Context: an optimization exercise on an open-source flow, tuned for small area and a short achievable clock period. The choices shown serve that exercise and are no tape-out recipe. At most, simulation tests tie the RTL to the original design; equivalence was not proved.

==> job 9887 <==
==> flow/design.v (excerpt) <==
module FIR_Top(input clk, input [7:0] Xin, H0, H1, H2, output reg [15:0] Yout);
  reg [15:0] Q1;
  reg [15:0] Q2;
  wire a1 = ~(Xin[0] & H2[0]);
  wire a2 = ~(Xin[0] & H2[1]);
  wire a3 = ~(Xin[0] & H2[2]);
  wire a4 = ~(Xin[0] & H2[3]);
  wire a5 = ~(Xin[0] & H2[4]);
  wire a6 = ~(Xin[0] & H2[5]);
  wire a7 = ~(Xin[0] & H2[6]);
  wire a8 = ~(Xin[0] & H2[7]);
  wire a9 = ~(Xin[1] & H2[0]);
  wire a10 = ~(Xin[1] & H2[1]);
  wire a11 = ~(Xin[1] & H2[2]);
  wire a12 = ~(Xin[1] & H2[3]);
  wire a13 = ~(Xin[1] & H2[4]);
  wire a14 = ~(Xin[1] & H2[5]);
  wire a15 = ~(Xin[1] & H2[6]);
  wire a16 = ~(Xin[1] & H2[7]);
  wire a17 = ~(Xin[2] & H2[0]);
  wire a18 = ~(Xin[2] & H2[1]);
  wire a19 = ~(Xin[2] & H2[2]);
  wire a20 = ~(Xin[2] & H2[3]);
  wire a21 = ~(Xin[2] & H2[4]);
  wire a22 = ~(Xin[2] & H2[5]);
  wire a23 = ~(Xin[2] & H2[6]);
  wire a24 = ~(Xin[2] & H2[7]);
  wire a25 = ~(Xin[3] & H2[0]);
  wire a26 = ~(Xin[3] & H2[1]);
  wire a27 = ~(Xin[3] & H2[2]);
  wire a28 = ~(Xin[3] & H2[3]);
  wire a29 = ~(Xin[3] & H2[4]);
  wire a30 = ~(Xin[3] & H2[5]);
  wire a31 = ~(Xin[3] & H2[6]);
  wire a32 = ~(Xin[3] & H2[7]);
  wire a33 = ~(Xin[4] & H2[0]);
  wire a34 = ~(Xin[4] & H2[1]);
  wire a35 = ~(Xin[4] & H2[2]);
  wire a36 = ~(Xin[4] & H2[3]);
  wire a37 = ~(Xin[4] & H2[4]);
  wire a38 = ~(Xin[4] & H2[5]);
  wire a39 = ~(Xin[4] & H2[6]);
  ...
==> flow/config.mk <==
export PLATFORM = sky130hd
export DESIGN_NAME = FIR_Top
export DESIGN_NICKNAME = FIR_Top
export VERILOG_FILES = /design/flow/design.v
export SDC_FILE = /design/flow/constraint.sdc
export NUM_CORES = 4
export LEC_CHECK = 0
export CAP_MARGIN = 20
export CORE_MARGIN = 2
export CORE_UTILIZATION = 60
export SETUP_SLACK_MARGIN = 4.4
export SLEW_MARGIN = 20
export SYNTH_HIERARCHICAL = 1
export SYNTH_MINIMUM_KEEP_SIZE = 0
export TNS_END_PERCENT = 0
==> flow/constraint.sdc <==
create_clock -name core_clock -period 9.5 [get_ports {clk}]
set_input_delay 1.9000 -clock core_clock [delete_from_list [all_inputs] [get_ports {clk}]]
set_output_delay 1.9000 -clock core_clock [all_outputs]
set_load 0.01 [all_outputs]
standard.sh (not shown) runs the stock make flow with config.mk's settings and CLKGATE_MAP_FILE= SYNTH_SCRIPT=/design/flow/synth_recipe.tcl, a recipe that flattens the netlist after the stock synthesis.
==> flow/flow/run.sh <==
#!/bin/bash
# Own flow: the standard layout (standard.sh, unchanged synthesis and steps),
# with the port buffers that global placement inserts made as the smallest
# plain buffer instead of the default; repair then upsizes them where timing needs it.
set -euo pipefail
export BUFFER_PORTS_ARGS="-buffer_cell sky130_fd_sc_hd__buf_1"
bash standard.sh > standard_make.log 2>&1
==> job 2258: changes against job 9887 <==
- SETUP_SLACK_MARGIN: 4.4 -> 4.2
==> summary of the runs <==
- Die area is the same in job 9887 and job 2258.
- Against job 2258, the worst setup slack of job 9887 is higher by 0.17 ns.
- Routed wire length: job 9887 is higher than job 2258 (about 15%).
- In job 2258 the final cell count is smaller than in job 9887, by about 1.8%.
No run of this note included a check of the RTL's function; only the layout flow was run.

---

==> job 2058: inputs <==
FIR_Top, a different RTL version from the one above (not shown whole).
// FIR_Top
module FIR_Top(input clk, input [7:0] Xin, H0, H1, H2, output reg [15:0] Yout);
  reg [15:0] Q1;
  reg [15:0] Q2;
  wire a1 = ~(Xin[0] & H2[0]);
  wire a2 = ~(Xin[0] & H2[1]);
  wire a3 = ~(Xin[0] & H2[2]);
  wire a4 = ~(Xin[0] & H2[3]);
  wire a5 = ~(Xin[0] & H2[4]);
  wire a6 = ~(Xin[0] & H2[5]);
  wire a7 = ~(Xin[0] & H2[6]);
  wire a8 = ~(Xin[0] & H2[7]);
  wire a9 = ~(Xin[1] & H2[0]);
  wire a10 = ~(Xin[1] & H2[1]);
  wire a11 = ~(Xin[1] & H2[2]);
  wire a12 = ~(Xin[1] & H2[3]);
  wire a13 = ~(Xin[1] & H2[4]);
  wire a14 = ~(Xin[1] & H2[5]);
  wire a15 = ~(Xin[1] & H2[6]);
  wire a16 = ~(Xin[1] & H2[7]);
  wire a17 = ~(Xin[2] & H2[0]);
  wire a18 = ~(Xin[2] & H2[1]);
  wire a19 = ~(Xin[2] & H2[2]);
  wire a20 = ~(Xin[2] & H2[3]);
  wire a21 = ~(Xin[2] & H2[4]);
  wire a22 = ~(Xin[2] & H2[5]);
  wire a23 = ~(Xin[2] & H2[6]);
  wire a24 = ~(Xin[2] & H2[7]);
  wire a25 = ~(Xin[3] & H2[0]);
  wire a26 = ~(Xin[3] & H2[1]);
  wire a27 = ~(Xin[3] & H2[2]);
  wire a28 = ~(Xin[3] & H2[3]);
  wire a29 = ~(Xin[3] & H2[4]);
  wire a30 = ~(Xin[3] & H2[5]);
  wire a31 = ~(Xin[3] & H2[6]);
  wire a32 = ~(Xin[3] & H2[7]);
  wire a33 = ~(Xin[4] & H2[0]);
  wire a34 = ~(Xin[4] & H2[1]);
  wire a35 = ~(Xin[4] & H2[2]);
  wire a36 = ~(Xin[4] & H2[3]);
  wire a37 = ~(Xin[4] & H2[4]);
  wire a38 = ~(Xin[4] & H2[5]);
  wire a39 = ~(Xin[4] & H2[6]);
  wire a40 = ~(Xin[4] & H2[7]);
  wire a41 = ~(Xin[5] & H2[0]);
  wire a42 = ~(Xin[5] & H2[1]);
  wire a43 = ~(Xin[5] & H2[2]);
  wire a44 = ~(Xin[5] & H2[3]);
  wire a45 = ~(Xin[5] & H2[4]);
  wire a46 = ~(Xin[5] & H2[5]);
  wire a47 = ~(Xin[5] & H2[6]);
  wire a48 = ~(Xin[5] & H2[7]);
  wire a49 = ~(Xin[6] & H2[0]);
  wire a50 = ~(Xin[6] & H2[1]);
  wire a51 = ~(Xin[6] & H2[2]);
  wire a52 = ~(Xin[6] & H2[3]);
  wire a53 = ~(Xin[6] & H2[4]);
  wire a54 = ~(Xin[6] & H2[5]);
  wire a55 = ~(Xin[6] & H2[6]);
  wire a56 = ~(Xin[6] & H2[7]);
  wire a57 = ~(Xin[7] & H2[0]);
  wire a58 = ~(Xin[7] & H2[1]);
  wire a59 = ~(Xin[7] & H2[2]);
  wire a60 = ~(Xin[7] & H2[3]);
  wire a61 = ~(Xin[7] & H2[4]);
  wire a62 = ~(Xin[7] & H2[5]);
  wire a63 = ~(Xin[7] & H2[6]);
  wire a64 = ~(Xin[7] & H2[7]);
  wire s65;
  fir_xnor2 u65 (.a(a7), .b(a14), .y(s65));
  wire c66;
  ...
export LEC_CHECK = 0
export CAP_MARGIN = 20
export CORE_MARGIN = 2
export CORE_UTILIZATION = 60
export PLACE_DENSITY = 0.9
export SETUP_SLACK_MARGIN = 4.2
export SLEW_MARGIN = 20
export SYNTH_HIERARCHICAL = 1
export SYNTH_MINIMUM_KEEP_SIZE = 0
export TNS_END_PERCENT = 0
create_clock -name core_clock -period 9.5 [get_ports {clk}]
Scripts as last shown in full above: flow/flow/run.sh
==> inputs of job 1644, as changes to job 2058 <==
==> flow/flow/run.sh (replaced) <==
#!/bin/bash
# Own flow: the standard layout (standard.sh: unchanged synthesis and steps) with
#  - the port buffers that global placement inserts made as the smallest plain buffer
#    (repair upsizes them where timing needs it), and
#  - timing repair limited to resizing and pin swaps (no buffer insertion or cloning).
set -euo pipefail
export BUFFER_PORTS_ARGS="-buffer_cell sky130_fd_sc_hd__buf_1"
export SETUP_MOVE_SEQUENCE="unbuffer,sizeup,swap"
bash standard.sh > standard_make.log 2>&1
--- a/flow/config.mk
+++ b/flow/config.mk
@@ -10,3 +10,2 @@
 export CORE_UTILIZATION = 60
-export PLACE_DENSITY = 0.9
 export SETUP_SLACK_MARGIN = 4.2
==> comparison <==
Job 2058 went through all stages and came out clean. Job 1644 ran to the end with no violations. Via count: job 1644 is lower than job 2058 (about 4%). In job 2058 the utilization is lower than in job 1644, by 0.40 points. In job 2058 the first-iteration DRC count is larger than in job 1644, by 9.9%. Against job 1644, the sequential share of layout area of job 2058 is higher by 0.088 points. Against job 2058, the final cell count of job 1644 is larger by 0.24%.

---

==> inputs of run Y <==
Starting RTL as in the previous note.
Settings: LEC_CHECK=0, CAP_MARGIN=20, CORE_MARGIN=2, CORE_UTILIZATION=60, PLACE_DENSITY=0.8, SETUP_SLACK_MARGIN=4.2, SLEW_MARGIN=20, SYNTH_HIERARCHICAL=1, SYNTH_MINIMUM_KEEP_SIZE=0, TNS_END_PERCENT=0; clock period 9.5 ns.
==> flow/flow/run.sh <==
#!/bin/bash
# Own flow: the standard layout (standard.sh: unchanged synthesis and steps) with
#  - the port buffers that global placement inserts made as the smallest plain buffer
#    (repair upsizes them where timing needs it), and
#  - timing repair limited to resizing and pin swaps (no buffer insertion or cloning).
set -euo pipefail
export BUFFER_PORTS_ARGS="-buffer_cell sky130_fd_sc_hd__buf_1"
export SETUP_MOVE_SEQUENCE="unbuffer,sizeup,swap"
bash standard.sh > standard_make.log 2>&1
==> run R (differences from run Y) <==
==> flow/flow/run.sh (replaced) <==
#!/bin/bash
# Own flow: the standard layout (standard.sh, unchanged synthesis and steps),
# with the port buffers that global placement inserts made as the smallest
# plain buffer instead of the default; repair then upsizes them where timing needs it.
set -euo pipefail
export BUFFER_PORTS_ARGS="-buffer_cell sky130_fd_sc_hd__buf_1"
bash standard.sh > standard_make.log 2>&1
- PLACE_DENSITY: 0.8 -> unset
==> run M (differences from run Y) <==
==> flow/flow/run.sh (replaced) <==
#!/bin/bash
# Own flow: the standard layout (standard.sh, unchanged synthesis and steps),
# with the port buffers that global placement inserts made as the smallest
# plain buffer instead of the default; repair then upsizes them where timing needs it.
set -euo pipefail
export BUFFER_PORTS_ARGS="-buffer_cell sky130_fd_sc_hd__buf_1"
bash standard.sh > standard_make.log 2>&1
==> flow_summary.yaml <==
critical_path:
  cp-startpoint: "H1[0]"
  critPathArrivalTime_ns: 5.38
  cp.buffers_inverters: 1
  cpPeakStageDelay_ns: 0.41
  endpoint: "Q2[11]$_DFF_P_"
outcome:
  status: "no timing/DRC/antenna violations"
cells_and_area:
  nNetsFinal: 862
  mostFrequentLayoutCells: "198 x nand2_1, 143 x fa_1, 48 x dfxtp_1"
  area_growth_pct: 7.57
  n_clock_buffer: 6
  fin_cells: 821
  final-clk-cell-share: 0.0159
placed_design:
  dpl-instance-area_um2: 6530
detailed_routing:
  dr_wl_met2_um: 6270
sta:
  hold_slack_ns: 0.438
That was run R.
==> flow_summary.yaml <==
outcome:
  status: "no timing/DRC/antenna violations"
critical_path:
  critPathArrivalTime_ns: 5.39
  cp.buffers_inverters: 2
  cp-startpoint: "Xin[1]"
  cpPeakStageDelay_ns: 0.57
  endpoint: "Yout[11]$_DFF_P_"
cells_and_area:
  n_clock_buffer: 7
  area_growth_pct: 5.58
  fin_cells: 816
  nNetsFinal: 857
sta:
  fin_skew_ns: 0.00993
  hold_slack_ns: 0.458
grt:
  top_usage_layer: "met2"
detailed_routing:
  dr_wl_met2_um: 6630
That was run M.
==> flow_summary.yaml <==
outcome:
  status: "no timing/DRC/antenna violations"
detailed_routing:
  dr_wl_met2_um: 6630
critical_path:
  cpPeakStageDelay_ns: 0.57
  critPathArrivalTime_ns: 5.39
cells_and_area:
  nNetsFinal: 857
  mostFrequentLayoutCells: "198 x nand2_1, 145 x fa_1, 48 x dfxtp_1"
  final-clk-cell-share: 0.0141
placed_design:
  dpl-instance-area_um2: 6510
sta:
  hold_slack_ns: 0.458
That was run Y.

---

==> inputs of 11-22 <==
FIR_Top again, from the RTL that the note above started with.
export LEC_CHECK = 0
export CAP_MARGIN = 20
export CORE_MARGIN = 2
export CORE_UTILIZATION = 60
export PLACE_DENSITY = 0.8
export SETUP_SLACK_MARGIN = 4.2
export SLEW_MARGIN = 20
export SYNTH_HIERARCHICAL = 1
export SYNTH_MINIMUM_KEEP_SIZE = 0
export TNS_END_PERCENT = 5
create_clock -name core_clock -period 9.5 [get_ports {clk}]
==> flow/flow/run.sh <==
#!/bin/bash
# Own flow: the standard layout (standard.sh, unchanged synthesis and steps),
# with the port buffers that global placement inserts made as the smallest
# plain buffer instead of the default; repair then upsizes them where timing needs it.
set -euo pipefail
export BUFFER_PORTS_ARGS="-buffer_cell sky130_fd_sc_hd__buf_1"
bash standard.sh > standard_make.log 2>&1
==> 01-01: changes against 11-22 <==
- PLACE_DENSITY: 0.8 -> 0.7
- TNS_END_PERCENT: 5 -> 0
==> comparison <==
Against 01-01, the register-to-register slack of 11-22 is better by 90 ps. Against 01-01, the worst hold slack of 11-22 is better by 13 ps. Wire length: 01-01 is smaller than 11-22 (3.0%). In 11-22 the non-clock buffer count is lower than in 01-01, by 1. Between 11-22 and 01-01, the lower clock skew is in 11-22 (gap 2.4 ps). Between 01-01 and 11-22, the lower worst setup slack is in 01-01 (gap 90 ps). Global-route usage: 11-22 is higher than 01-01 (0.076 points).

---

==> run F <==
Another version of the RTL of FIR_Top (not shown whole).
clock: 9.5 ns
lec_check: 0
cap_margin: 20
core_margin: 2
core_utilization: 40
setup_slack_margin: 5
slew_margin: 20
synth_hierarchical: 1
synth_minimum_keep_size: 0
run.sh (not shown) runs the stock make flow with config.mk's settings and CLKGATE_MAP_FILE= SYNTH_SCRIPT=/design/flow/synth_recipe.tcl, a recipe that flattens the netlist after the stock synthesis.
Stock flow here: none of the scripts above is used.
==> run B: changes against run F <==
SETUP_SLACK_MARGIN = 3.5   (was 5)
==> summary of the runs <==
Sequential share of layout area: run B is higher than run F (1.2 points). Die area is the same in run F and run B. Between run B and run F, the lower cell count is in run B (gap about 3.2%, measured against run F). Between run F and run B, the lower cell area is in run B (gap about 8%, measured against run B).
No run of this note included a check of the RTL's function; only the layout flow was run.

---

==> 10-13 <==
FIR_Top, a different RTL version from the one above (not shown whole).
Settings: LEC_CHECK=0, CAP_MARGIN=20, CORE_MARGIN=2, CORE_UTILIZATION=60, SETUP_SLACK_MARGIN=4.0, SLEW_MARGIN=20, SYNTH_HIERARCHICAL=1, SYNTH_MINIMUM_KEEP_SIZE=0, TNS_END_PERCENT=0; clock period 9.5 ns.
standard.sh (not shown) runs the stock make flow with config.mk's settings and CLKGATE_MAP_FILE= SYNTH_SCRIPT=/design/flow/synth_recipe.tcl, a recipe that flattens the netlist after the stock synthesis.
Scripts as last shown in full above: flow/flow/run.sh
==> inputs of 06-14, as changes to 10-13 <==
==> flow/run.sh (new file) <==
#!/bin/bash
# synth_recipe.tcl (not shown) runs the flow's synth.tcl, then flattens the netlist and writes it again
# the make line also repeats each setting of config.mk as NAME=value (left out here)
make -C /OpenROAD-flow-scripts/flow DESIGN_CONFIG=/design/flow/config.mk WORK_HOME=/design/flow/orfs CLKGATE_MAP_FILE= SYNTH_SCRIPT=/design/flow/synth_recipe.tcl finish
Settings changed: SETUP_SLACK_MARGIN 4.0 to 4.2.
removed: flow/flow/run.sh
removed: flow/standard.sh
==> inputs of 10-12, as changes to 10-13 <==
==> flow/run.sh (new file) <==
#!/bin/bash
# synth_recipe.tcl (not shown) runs the flow's synth.tcl, then flattens the netlist and writes it again
# the make line also repeats each setting of config.mk as NAME=value (left out here)
make -C /OpenROAD-flow-scripts/flow DESIGN_CONFIG=/design/flow/config.mk WORK_HOME=/design/flow/orfs CLKGATE_MAP_FILE= SYNTH_SCRIPT=/design/flow/synth_recipe.tcl finish
Settings changed: CORE_UTILIZATION 60 to 40, SETUP_SLACK_MARGIN 4.0 to 3.5, TNS_END_PERCENT 0 to default.
removed: flow/flow/run.sh
removed: flow/standard.sh
==> qor summary <==
| item | 06-14 | 10-12 | 10-13 |
|---|---|---|---|
| Delay of the slowest cell on the worst path | 0.52 ns | 0.68 ns | 0.53 ns |
| Amount of wire on met2 after detailed routing | 6340 um | 6340 um | 5950 um |
| Violation count after the first detailed-routing iteration | 262 | 238 | 227 |
| Critical path launch point | Xin[6] | H0[5] | Xin[4] |
| Maximum fanout encountered on the critical timing path | 12 | 8 | 24 |
| Final hold slack | 0.478 ns | 0.460 ns | 0.458 ns |
| CP max stage cell | sky130_fd_sc_hd__fa_1 | sky130_fd_sc_hd__clkdlybuf4s50_1 | sky130_fd_sc_hd__fa_1 |
| Area of the multi-input gates | 0.00542 mm2 | 0.00535 mm2 | 0.00537 mm2 |
| Outcome | no timing/DRC/antenna violations | no timing/DRC/antenna violations | no timing/DRC/antenna violations |
| Clock Pin Slew Worst Setup and Hold Paths | 0.10 ns | 0.07 ns | 0.10 ns |
| HPWL Detailed | 9800 um | 10,100 um | 9880 um |
| CP bufs+invs | 2 | 1 | 2 |
| Grt met3 use | 0.0327 | 0.0282 | 0.0369 |
| Resized cells post-CTS | 80 | 9 | 16 |
| Final Util | 0.692 | 0.455 | 0.654 |
| Worst R2R End | Yout[14]$_DFF_P_ | Q2[15]$_DFF_P_ | Yout[15]$_DFF_P_ |
| Max Freq | 193 MHz | 175 MHz | 188 MHz |

-- afterwards: timing with drivers on the ports --
Ports are ideal in the flow. The routed layouts listed here were re-timed in OpenROAD. Step 1 assumes that a clkbuf_16 drives the clock port and a buf_2 every other input. Step 2 also shifts input and output timing later by t, the mid clock arrival at the registers, as if the neighbouring blocks saw the same clock. Slacks: ideal / step 1 / step 2; pairs: ideal / step 1.
| run | shift t [ns] | slack for setup (ns) | worst setup path after step 2 | slew at the worst register clock pin (ns) |
|---|---|---|---|---|
| job 9887 | 0.343 | 4.448 / 4.423 / 4.080 | input to register | 0.09 / 0.09 |
| job 2258 | 0.338 | 4.280 / 4.291 / 3.954 | input to register | 0.09 / 0.09 |
| job 2058 | 0.340 | 4.340 / 4.326 / 3.986 | input to register | 0.10 / 0.10 |
| job 1644 | 0.330 | 4.353 / 4.365 / 4.036 | input to register | 0.10 / 0.10 |
| run Y | 0.331 | 4.345 / 4.355 / 4.024 | input to register | 0.09 / 0.09 |
| run R | 0.330 | 4.352 / 4.356 / 4.026 | input to register | 0.10 / 0.10 |
| run M | 0.331 | 4.345 / 4.355 / 4.024 | input to register | 0.09 / 0.09 |
| 11-22 | 0.331 | 4.345 / 4.355 / 4.024 | input to register | 0.09 / 0.09 |
| 01-01 | 0.344 | 4.254 / 4.265 / 3.921 | input to register | 0.10 / 0.10 |
| run F | 0.346 | 3.733 / 3.711 / 3.365 | input to register | 0.08 / 0.08 |
| run B | 0.351 | 3.626 / 3.640 / 3.289 | input to register | 0.09 / 0.09 |
| 10-13 | 0.349 | 4.192 / 4.201 / 3.852 | input to register | 0.10 / 0.10 |
| 06-14 | 0.341 | 4.332 / 4.341 / 4.001 | input to register | 0.10 / 0.10 |
| 10-12 | 0.326 | 3.795 / 3.810 / 3.484 | input to register | 0.07 / 0.07 |
After both steps setup and hold are still met in every run listed.
